Source: an optimization exercise on an open RTL-to-GDS flow (aim: small area, a short achievable clock period and few clock cycles). Production flows keep margins and buffers that such runs may drop. At most, simulation tests tie the RTL to the original design; equivalence was not proved.

Setup of run E:
// my_chip
module my_chip (
    input  logic [11:0] io_in,
    output logic [11:0] io_out,
    input  logic clock,
    input  logic reset
);
clock: 8.0 ns
lec_check: 0
abc_area: 1
cap_margin: 20
core_margin: 2
core_utilization: 40
cts_buf_list: sky130_fd_sc_hd__clkbuf_4 sky130_fd_sc_hd__clkbuf_8
cts_cluster_size: 25
setup_slack_margin: 5.0
slew_margin: 20
tns_end_percent: 0
run.sh (not shown) runs the stock make flow with config.mk's settings and CLKGATE_MAP_FILE= SYNTH_SCRIPT=/design/flow/synth_recipe.tcl, a recipe that flattens the netlist after the stock synthesis.
Run E ran to completion and came out clean on the timing, DRC and antenna checks.
The inputs of run C differ from those of run E as listed below.
# run E
export LEC_CHECK = 0
export ABC_AREA = 1
export CAP_MARGIN = 20
export CORE_MARGIN = 2
export CORE_UTILIZATION = 40
export CTS_BUF_LIST = sky130_fd_sc_hd__clkbuf_4 sky130_fd_sc_hd__clkbuf_8
export CTS_CLUSTER_SIZE = 25
export SETUP_SLACK_MARGIN = 5.0
export SLEW_MARGIN = 20
export TNS_END_PERCENT = 0
create_clock -name core_clock -period 8.0 [get_ports {clock}]
# run C
export LEC_CHECK = 0
export ABC_AREA = 1
export CAP_MARGIN = 20
export CORE_MARGIN = 2
export CORE_UTILIZATION = 40
export CTS_BUF_LIST = sky130_fd_sc_hd__clkbuf_4 sky130_fd_sc_hd__clkbuf_8
export CTS_CLUSTER_SIZE = 25
export SETUP_SLACK_MARGIN = 5.0
export SLEW_MARGIN = 20
export TNS_END_PERCENT = 10
create_clock -name core_clock -period 8.0 [get_ports {clock}]
### Flow results
Run C finished every stage and its layout cleared the timing, DRC and antenna checks. Summary of run C over run E: clock skew dropped 0.0069 ns; routed wire length climbed about 0.7%; area of the die barely changed; minimum clock period after layout dropped 0.064 ns.
No functional check of the RTL was part of any run of this note.

========
my_chip, a different RTL version from the one above (not shown whole).
Size in the first run: about 2200 cells after synthesis, roughly 26 I/O pins.
==> flow/design.v (excerpt) <==
module my_chip (
    input  logic [11:0] io_in,
    output logic [11:0] io_out,
    input  logic clock,
    input  logic reset
);
    localparam [11:0] BUBBLE = 12'h300;  
    logic [11:0] cmd;         
    logic [9:0]  rpc;         
    logic [11:0] xi;          
    logic [11:0] xa, xb;      
    logic        zf, pf;      
    logic [11:0] rf [0:15];   
    assign io_out = cmd;
    logic x_add, x_sub, x_and, x_or, x_xor, x_shl, x_shr, x_sra, x_not, x_li;
    logic x_we, x_fwe;
    wire [3:0] xop = xi[11:8];
    wire [3:0] xrd = xi[7:4];
    wire x_load  = (xop == 4'b0001);
    logic x_jdone;            
    wire x_jump  = (xop == 4'b0010) & ~x_jdone;
    wire x_store = (xop[3:1] == 3'b011);
    wire x_halt  = (xop == 4'b0000);
    logic [11:0] xa_rev, sh_in, sh_out, sh_rev;
    always_comb begin
        for (int i = 0; i < 12; i++) xa_rev[i] = xa[11 - i];
    end
    assign sh_in = x_shl ? xa_rev : xa;
    wire sh_fill = x_sra & xa[11];
    wire big = |xb[11:4] | (xb[3:0] >= 4'd12);
    wire [23:0] sh_w = {{12{sh_fill}}, sh_in} >> xb[3:0];
    always_comb begin
        sh_out = sh_w[11:0];
        if (big) sh_out = {12{sh_fill}};
        for (int i = 0; i < 12; i++) sh_rev[i] = sh_out[11 - i];
    end
    wire [11:0] add_a = xa ^ {12{x_sub}};
    wire [11:0] sum = add_a + xb + {11'b0, x_sub};
    wire [11:0] res = ({12{x_add | x_sub}} & sum)
                    | ({12{x_and}} & (xa & xb))
                    | ({12{x_or}}  & (xa | xb))
                    | ({12{x_xor}} & (xa ^ xb))
                    | ({12{x_shl}} & sh_rev)
                    | ({12{x_shr}} & sh_out)
                    | ({12{x_not}} & ~xb)
                    | ({12{x_li}}  & {8'b0, xi[3:0]});
    wire [11:0] ab_x = xa ^ xb;
    wire z_add = (ab_x == {xa[10:0] | xb[10:0], 1'b0});  
    wire z_and = ((xa & xb) == 12'b0);
    wire z_or  = ((xa | xb) == 12'b0);
    wire z_xor = (ab_x == 12'b0);
    wire z_not = (xb == 12'hFFF);
    wire z_sh  = (sh_out == 12'b0);
    wire res_z = (x_add & z_add) | ((x_sub | x_xor) & z_xor) | (x_and & z_and)
  ...
make LEC_CHECK=0 ABC_AREA=1 CAP_MARGIN=20 CORE_MARGIN=2 CORE_UTILIZATION=40 CTS_BUF_LIST='sky130_fd_sc_hd__clkbuf_4 sky130_fd_sc_hd__clkbuf_8' CTS_CLUSTER_SIZE=25 SETUP_SLACK_MARGIN=4.8 SLEW_MARGIN=20 TNS_END_PERCENT=0 finish   # period 8.0 ns
The starting point completed without violations.
Testbench counts at the start, summed over its fixed seeds: cycles 139,326.
Edit:
- GPL_ROUTABILITY_DRIVEN: unset -> 0
- SETUP_SLACK_MARGIN: 4.8 -> 5.0
=> The new run finished with timing, DRC and antenna clean. Clock-buffer cell count fell by 7. Setup slack gets better by 290 ps. Wire length fell by a few percent. Fmax rose by a little under a tenth. Die area is unchanged. Design area rose by a few percent. Synthesized cell count is unchanged. Register-to-register slack gets better by 150 ps. Cell count rose slightly. Sequential share of layout area fell by 1.0 points. Clock skew is about the same.

========
my_chip, a different RTL version from the one above (not shown whole).
For scale: roughly 220 flip-flops, about 26 I/O pins.
Design my_chip, start of the top module:
module my_chip (
    input  logic [11:0] io_in,
    output logic [11:0] io_out,
    input  logic clock,
    input  logic reset
);
Settings: LEC_CHECK=0, CAP_MARGIN=20, CORE_MARGIN=2, CORE_UTILIZATION=40, SETUP_SLACK_MARGIN=3, SLEW_MARGIN=20; clock period 8.0 ns.
The first run completed without violations.
Edit:
--- a/flow/config.mk
+++ b/flow/config.mk
@@ -10,3 +10,3 @@
 export CORE_UTILIZATION = 40
-export SETUP_SLACK_MARGIN = 3
+export SETUP_SLACK_MARGIN = 4.5
 export SLEW_MARGIN = 20
The changed run passed the timing, DRC and antenna checks.
Synthesized area stays the same.
Routed wire length increases by 5.8%.
Count of clock-buffer cells in the layout does not change.
Via count rose by 5.5%.
Utilization increases by 5.9 points.
First-iteration DRC count came out higher by 8.8%.
Function was not checked in any run of this note: the RTL went through the layout flow alone.

========
willow:
The RTL this note starts from:
==> flow/design.v <==
`default_nettype none
module my_chip (
    input  logic [11:0] io_in,
    output logic [11:0] io_out,
    input  logic clock,
    input  logic reset
);
    localparam [11:0] BUBBLE = 12'h300;  
    logic [11:0] cmd;         
    logic [9:0]  rpc;         
    logic [11:0] xi;          
    logic [11:0] xa, xb;      
    logic        zf, pf;      
    logic [11:0] rf [0:15];   
    assign io_out = cmd;
    logic x_add, x_sub, x_and, x_or, x_xor, x_shl, x_shr, x_sra, x_not, x_li;
    logic x_we, x_fwe;
    wire [3:0] xop = xi[11:8];
    wire [3:0] xrd = xi[7:4];
    wire x_load  = (xop == 4'b0001);
    wire x_jump  = (xop == 4'b0010);
    wire x_store = (xop[3:1] == 3'b011);
    wire x_halt  = (xop == 4'b0000);
    logic [11:0] xa_rev, sh_in, sh_out, sh_rev;
    always_comb begin
        for (int i = 0; i < 12; i++) xa_rev[i] = xa[11 - i];
    end
    assign sh_in = x_shl ? xa_rev : xa;
    wire sh_fill = x_sra & xa[11];
    wire big = |xb[11:4] | (xb[3:0] >= 4'd12);
    wire [23:0] sh_w = {{12{sh_fill}}, sh_in} >> xb[3:0];
    always_comb begin
        sh_out = sh_w[11:0];
        if (big) sh_out = {12{sh_fill}};
        for (int i = 0; i < 12; i++) sh_rev[i] = sh_out[11 - i];
    end
    wire [11:0] add_a = xa ^ {12{x_sub}};
    wire [11:0] sum = add_a + xb + {11'b0, x_sub};
    wire [11:0] res = ({12{x_add | x_sub}} & sum)
                    | ({12{x_and}} & (xa & xb))
                    | ({12{x_or}}  & (xa | xb))
                    | ({12{x_xor}} & (xa ^ xb))
                    | ({12{x_shl}} & sh_rev)
                    | ({12{x_shr}} & sh_out)
                    | ({12{x_not}} & ~xb)
                    | ({12{x_li}}  & {8'b0, xi[3:0]});
    wire [11:0] ab_x = xa ^ xb;
    wire z_as  = ((add_a ^ xb) == {add_a[10:0] | xb[10:0], x_sub});
    wire z_and = ((xa & xb) == 12'b0);
    wire z_or  = ((xa | xb) == 12'b0);
    wire z_xor = (ab_x == 12'b0);
    wire z_not = (xb == 12'hFFF);
    wire z_sh  = (sh_out == 12'b0);
    wire res_z = ((x_add | x_sub) & z_as) | (x_xor & z_xor) | (x_and & z_and)
               | (x_or & z_or) | (x_not & z_not) | ((x_shl | x_shr) & z_sh);
    wire res_p = ~res[11] & ~res_z;
    wire zn = x_fwe ? res_z : zf;
    wire pn = x_fwe ? res_p : pf;
    wire fetch = cmd[11] & ~cmd[10] & ~x_load & ~x_jump;
    wire [3:0] iop = io_in[11:8];
    wire [3:0] ird = io_in[7:4];
    wire [3:0] irs = io_in[3:0];
    wire i_load  = (iop == 4'b0001);
    wire i_store = (iop[3:1] == 3'b011);
    wire i_halt  = (iop == 4'b0000);
    wire i_jump  = (iop == 4'b0010);
    wire i_br    = (iop == 4'b0011);
    wire [11:0] ra = (x_we && xrd == ird) ? res : rf[ird];
    wire [11:0] rb = (x_we && xrd == irs) ? res : rf[irs];
    wire br_taken = i_br & (io_in[7] ? pn : zn);
    wire [9:0] fa  = cmd[9:0];
    wire [9:0] fa1 = fa + 10'd1;
    wire [6:0] bg = fa1[6:0] & io_in[6:0];
    wire [6:0] bp = fa1[6:0] ^ io_in[6:0];
    wire [6:0] g1, p1, g2, p2, g3;
    genvar k;
    generate
        for (k = 0; k < 7; k++) begin : pfx
            if (k % 2 == 1) begin
                assign g1[k] = bg[k] | (bp[k] & bg[k-1]);
                assign p1[k] = bp[k] & bp[k-1];
            end else begin
                assign g1[k] = bg[k];
                assign p1[k] = bp[k];
            end
            if (k % 4 >= 2) begin
                assign g2[k] = g1[k] | (p1[k] & g1[(k/4)*4+1]);
                assign p2[k] = p1[k] & p1[(k/4)*4+1];
            end else begin
                assign g2[k] = g1[k];
                assign p2[k] = p1[k];
            end
            if (k >= 4) assign g3[k] = g2[k] | (p2[k] & g2[3]);
            else        assign g3[k] = g2[k];
        end
    endgenerate
    wire [6:0] lo = bp ^ {g3[5:0], 1'b0};
    wire c7 = g3[6];
    wire [2:0] hi_p = fa1[9:7] + 3'd1;
    wire [2:0] hi_m = fa1[9:7] - 3'd1;
    wire [2:0] hi = c7 ? (io_in[6] ? fa1[9:7] : hi_p)
                       : (io_in[6] ? hi_m : fa1[9:7]);
    wire [9:0] br_t = {hi, lo};
    wire [9:0] jp_t = rpc + xa[9:0];
    logic [11:0] cmd_n;
    logic [9:0]  rpc_n;
    logic [11:0] xi_n;
    always_comb begin
        cmd_n = cmd;
        rpc_n = rpc;
        xi_n  = BUBBLE;
        if (fetch) begin
            xi_n = io_in;
            rpc_n = fa1;
            if (i_load)       cmd_n = {2'b10, rb[9:0]};
            else if (i_store) cmd_n = {2'b00, rb[9:0]};
            else if (i_halt)  cmd_n = {2'b11, 10'b0};
            else if (i_jump)  cmd_n = {2'b10, fa1};
            else if (br_taken) cmd_n = {2'b10, br_t};
            else               cmd_n = {2'b10, fa1};
        end else if (x_halt) begin
            xi_n = xi;
        end else if (x_store & ~cmd[10]) begin
            cmd_n = {2'b01, 3'b000, xop[0], (xop[0] ? xa[11:6] : xa[5:0])};
        end else if (x_jump) begin
            cmd_n = {2'b10, jp_t};
        end else begin  
            cmd_n = {2'b10, rpc};
        end
    end
    always_ff @(posedge clock or posedge reset) begin
        if (reset) begin
            cmd <= {2'b10, 10'd0};
            rpc <= 10'd0;
            xi  <= BUBBLE;
            zf  <= 1'b0;
            pf  <= 1'b0;
        end else begin
            cmd <= cmd_n;
            rpc <= rpc_n;
            xi  <= xi_n;
            zf  <= zn;
            pf  <= pn;
        end
    end
    always_ff @(posedge clock) begin
        xa <= ra;
        xb <= rb;
    end
    wire [3:0] nop_ = xi_n[11:8];
    always_ff @(posedge clock or posedge reset) begin
        if (reset) begin
            {x_add, x_sub, x_and, x_or, x_xor, x_shl, x_shr, x_sra, x_not, x_li, x_we, x_fwe} <= '0;
        end else begin
            x_add <= (nop_ == 4'b1000);
            x_sub <= (nop_ == 4'b1001);
            x_and <= (nop_ == 4'b1010);
            x_or  <= (nop_ == 4'b1011);
            x_xor <= (nop_ == 4'b1100);
            x_shl <= (nop_ == 4'b1101);
            x_shr <= (nop_[3:1] == 3'b111);
            x_sra <= (nop_ == 4'b1111);
            x_not <= (nop_ == 4'b0101);
            x_li  <= (nop_ == 4'b0100);
            x_we  <= nop_[3] | (nop_[3:1] == 3'b010);
            x_fwe <= (nop_[3] | (nop_ == 4'b0101)) & (xi_n != 12'hB11);
        end
    end
    wire rf_we = x_we | x_load;
    wire [11:0] rf_wd = x_load ? io_in : res;
    always_ff @(posedge clock or posedge reset) begin
        if (reset) begin
            for (int i = 0; i < 16; i++) rf[i] <= 12'b0;
        end else if (rf_we) begin
            rf[xrd] <= rf_wd;
        end
    end
endmodule
`default_nettype wire
clock: 8.0 ns
lec_check: 0
abc_area: 1
cap_margin: 20
core_margin: 2
core_utilization: 40
cts_buf_list: sky130_fd_sc_hd__clkbuf_4 sky130_fd_sc_hd__clkbuf_8
cts_cluster_size: 25
setup_slack_margin: 4.5
slew_margin: 20
Testbench counts of willow, summed over its fixed seeds: cycles 144,292.
Inputs modified between willow and fjord:
# willow
export LEC_CHECK = 0
export ABC_AREA = 1
export CAP_MARGIN = 20
export CORE_MARGIN = 2
export CORE_UTILIZATION = 40
export CTS_BUF_LIST = sky130_fd_sc_hd__clkbuf_4 sky130_fd_sc_hd__clkbuf_8
export CTS_CLUSTER_SIZE = 25
export SETUP_SLACK_MARGIN = 4.5
export SLEW_MARGIN = 20
create_clock -name core_clock -period 8.0 [get_ports {clock}]
# fjord
export LEC_CHECK = 0
export ABC_AREA = 1
export CAP_MARGIN = 20
export CORE_MARGIN = 2
export CORE_UTILIZATION = 40
export CTS_BUF_LIST = sky130_fd_sc_hd__clkbuf_4 sky130_fd_sc_hd__clkbuf_8
export CTS_CLUSTER_SIZE = 25
export SETUP_SLACK_MARGIN = 5.0
export SLEW_MARGIN = 20
export TNS_END_PERCENT = 0
create_clock -name core_clock -period 8.0 [get_ports {clock}]
==> flow/flow/run.sh (new file) <==
#!/bin/bash
set -euo pipefail
bash standard.sh synth > synth.log 2>&1
bash standard.sh BUFFER_PORTS_ARGS="-buffer_cell sky130_fd_sc_hd__buf_2" finish > layout.log 2>&1
==> flow/standard.sh (new file) <==
#!/bin/bash
# synth_recipe.tcl (not shown) runs the flow's synth.tcl, then flattens the netlist and writes it again
# the make line also repeats each setting of config.mk as NAME=value (left out here)
make -C /OpenROAD-flow-scripts/flow DESIGN_CONFIG=/design/flow/config.mk WORK_HOME=/design/flow/orfs CLKGATE_MAP_FILE= SYNTH_SCRIPT=/design/flow/synth_recipe.tcl "${@:-finish}"
removed: flow/run.sh
Notes after the runs:
For fjord, the capture point of the critical path was xa[6], unlike willow, where it was rf[6][9]. Layout buffering overhead excluding clock cells came out higher on fjord than on willow. Re summed negative setup slack over all endpoints: no difference whatsoever between willow and fjord. Portion of the clock cycle consumed by the worst path in the final layout: higher on willow. Sort willow and fjord by buffer and inverter count on the worst path asc -> top: willow. Diff willow -> fjord: final area rose about 4.5%, worst slew margin relative to its limit rose 7.7 points, worst setup slack rose 0.28 ns.
Input changes introduced in delta (baseline for comparison: fjord):
# fjord
export LEC_CHECK = 0
export ABC_AREA = 1
export CAP_MARGIN = 20
export CORE_MARGIN = 2
export CORE_UTILIZATION = 40
export CTS_BUF_LIST = sky130_fd_sc_hd__clkbuf_4 sky130_fd_sc_hd__clkbuf_8
export CTS_CLUSTER_SIZE = 25
export SETUP_SLACK_MARGIN = 5.0
export SLEW_MARGIN = 20
export TNS_END_PERCENT = 0
create_clock -name core_clock -period 8.0 [get_ports {clock}]
# delta
export LEC_CHECK = 0
export ABC_AREA = 1
export CAP_MARGIN = 20
export CORE_MARGIN = 2
export CORE_UTILIZATION = 40
export CTS_BUF_LIST = sky130_fd_sc_hd__clkbuf_4 sky130_fd_sc_hd__clkbuf_8
export CTS_CLUSTER_SIZE = 25
export SETUP_SLACK_MARGIN = 5.0
export SLEW_MARGIN = 20
create_clock -name core_clock -period 8.0 [get_ports {clock}]
==> flow/run.sh (new file) <==
#!/bin/bash
# synth_recipe.tcl (not shown) runs the flow's synth.tcl, then flattens the netlist and writes it again
# the make line also repeats each setting of config.mk as NAME=value (left out here)
make -C /OpenROAD-flow-scripts/flow DESIGN_CONFIG=/design/flow/config.mk WORK_HOME=/design/flow/orfs CLKGATE_MAP_FILE= SYNTH_SCRIPT=/design/flow/synth_recipe.tcl finish
removed: flow/flow/run.sh
removed: flow/standard.sh
Post-route fraction of the period consumed by the critical path was higher in the run labelled delta.
Of the two candidates, fjord has the better total via count in the routed design and delta the worse one.
Diff fjord -> delta: slew of the pin with the lowest slew margin now smaller, final design utilization now larger, violation count after the first detailed-route iteration now smaller.
For harbor, these inputs were changed with respect to delta:
# delta
export LEC_CHECK = 0
export ABC_AREA = 1
export CAP_MARGIN = 20
export CORE_MARGIN = 2
export CORE_UTILIZATION = 40
export CTS_BUF_LIST = sky130_fd_sc_hd__clkbuf_4 sky130_fd_sc_hd__clkbuf_8
export CTS_CLUSTER_SIZE = 25
export SETUP_SLACK_MARGIN = 5.0
export SLEW_MARGIN = 20
create_clock -name core_clock -period 8.0 [get_ports {clock}]
# harbor
export LEC_CHECK = 0
export ABC_AREA = 1
export CAP_MARGIN = 20
export CORE_MARGIN = 2
export CORE_UTILIZATION = 40
export SETUP_SLACK_MARGIN = 4.5
export SLEW_MARGIN = 20
create_clock -name core_clock -period 8.0 [get_ports {clock}]
Higher cell count among harbor and delta: delta. Measured against harbor, the number of fill cells of delta comes out at 0.920 times the reference value. Compared to delta, harbor has worst clock skew on the final layout 0.020 ns lower. Worst relative slew slack on harbor is behind delta. On global-route usage, the lower figure sits with harbor, not delta. delta vs harbor, cell with the largest stage delay on the worst path: sky130_fd_sc_hd__dfrtp_4 vs sky130_fd_sc_hd__nand2_1. Relative to delta, the final cell area reported for harbor is lower. NOTE: number of resized instances in the post-cts repair step in harbor falls short of that of delta. Row upper clock frequency limit: harbor lower / delta higher. From delta to harbor the numbers moved as follows: wire length of the first global-routing pass lost 5.0 mm.
> inputs changed (harbor -> raven)
# harbor
export LEC_CHECK = 0
export ABC_AREA = 1
export CAP_MARGIN = 20
export CORE_MARGIN = 2
export CORE_UTILIZATION = 40
export SETUP_SLACK_MARGIN = 4.5
export SLEW_MARGIN = 20
create_clock -name core_clock -period 8.0 [get_ports {clock}]
# raven
export LEC_CHECK = 0
export ABC_AREA = 1
export CAP_MARGIN = 20
export CORE_MARGIN = 2
export CORE_UTILIZATION = 40
export CTS_BUF_LIST = sky130_fd_sc_hd__clkbuf_4 sky130_fd_sc_hd__clkbuf_8
export CTS_CLUSTER_SIZE = 25
export SETUP_SLACK_MARGIN = 5.0
export SLEW_MARGIN = 20
create_clock -name core_clock -period 8.0 [get_ports {clock}]
==> flow/flow/run.sh (new file) <==
#!/bin/bash
set -euo pipefail
bash standard.sh synth > synth.log 2>&1
bash standard.sh BUFFER_PORTS_ARGS="-buffer_cell sky130_fd_sc_hd__buf_2" finish > layout.log 2>&1
==> flow/standard.sh (new file) <==
#!/bin/bash
# synth_recipe.tcl (not shown) runs the flow's synth.tcl, then flattens the netlist and writes it again
# the make line also repeats each setting of config.mk as NAME=value (left out here)
make -C /OpenROAD-flow-scripts/flow DESIGN_CONFIG=/design/flow/config.mk WORK_HOME=/design/flow/orfs CLKGATE_MAP_FILE= SYNTH_SCRIPT=/design/flow/synth_recipe.tcl "${@:-finish}"
removed: flow/run.sh
Findings:
Relative to harbor, count of plain and timing-repair buffers increased by 80 in raven.
Number of cells traversed by the worst register-to-register path was higher in the run labelled raven.
The higher via count came out of raven.
Relative to harbor, pre-CTS setup slack has gone up in raven.
Comparing harbor and raven, the lower number of clock buffer instances in the layout was measured on harbor.
raven has more setup slack than harbor.

## static timing again, ports no longer ideal
In the flow no input, the clock included, has a driving cell. The finished layouts below were timed again as built, in two steps. Step 1, drivers: a clkbuf_16 drives clock and a buf_2 each remaining input, both assumed. Step 2 adds t to the input delays and takes it off the output delays; t is the mean of the earliest and latest rising clock arrival at the registers after step 1. Input paths then give back, and output paths get back, about the clock's delay inside the block. Three values: ideal ports, drivers, drivers and shift; two values: the first two.
run	shift t [ns]	slack for setup (ns)	worst hold slack (ns)	worst slew at a driven data input, ns
run E	0.661	4.433 / 4.438 / 3.777	0.485 / 0.485 / 0.485	0.10
run C	0.661	4.498 / 4.498 / 3.856	0.485 / 0.485 / 0.485	0.11
the first run of note 2	0.657	4.463 / 4.488 / 3.831	0.485 / 0.485 / 0.485	0.03
the second run of note 2	0.691	4.750 / 4.717 / 4.095	0.481 / 0.481 / 0.481	0.04
the first run of note 3	0.610	2.788 / 2.788 / 2.788	0.487 / 0.487 / 0.487	0.04
the second run of note 3	0.607	2.865 / 2.865 / 2.865	0.513 / 0.513 / 0.513	0.05
willow	0.675	4.449 / 4.449 / 3.922	0.485 / 0.485 / 0.485	0.04
fjord	0.666	4.730 / 4.763 / 4.096	0.487 / 0.487 / 0.487	0.05
delta	0.670	4.669 / 4.669 / 4.152	0.481 / 0.481 / 0.481	0.04
harbor	0.630	4.534 / 4.534 / 3.945	0.486 / 0.486 / 0.486	0.04
raven	0.673	4.760 / 4.760 / 4.149	0.487 / 0.487 / 0.487	0.08
After both steps every run listed still meets setup and hold. For run E, which loses most, drivers alone change the setup slack by +0.005 ns; drivers and shift together by -0.656 ns.
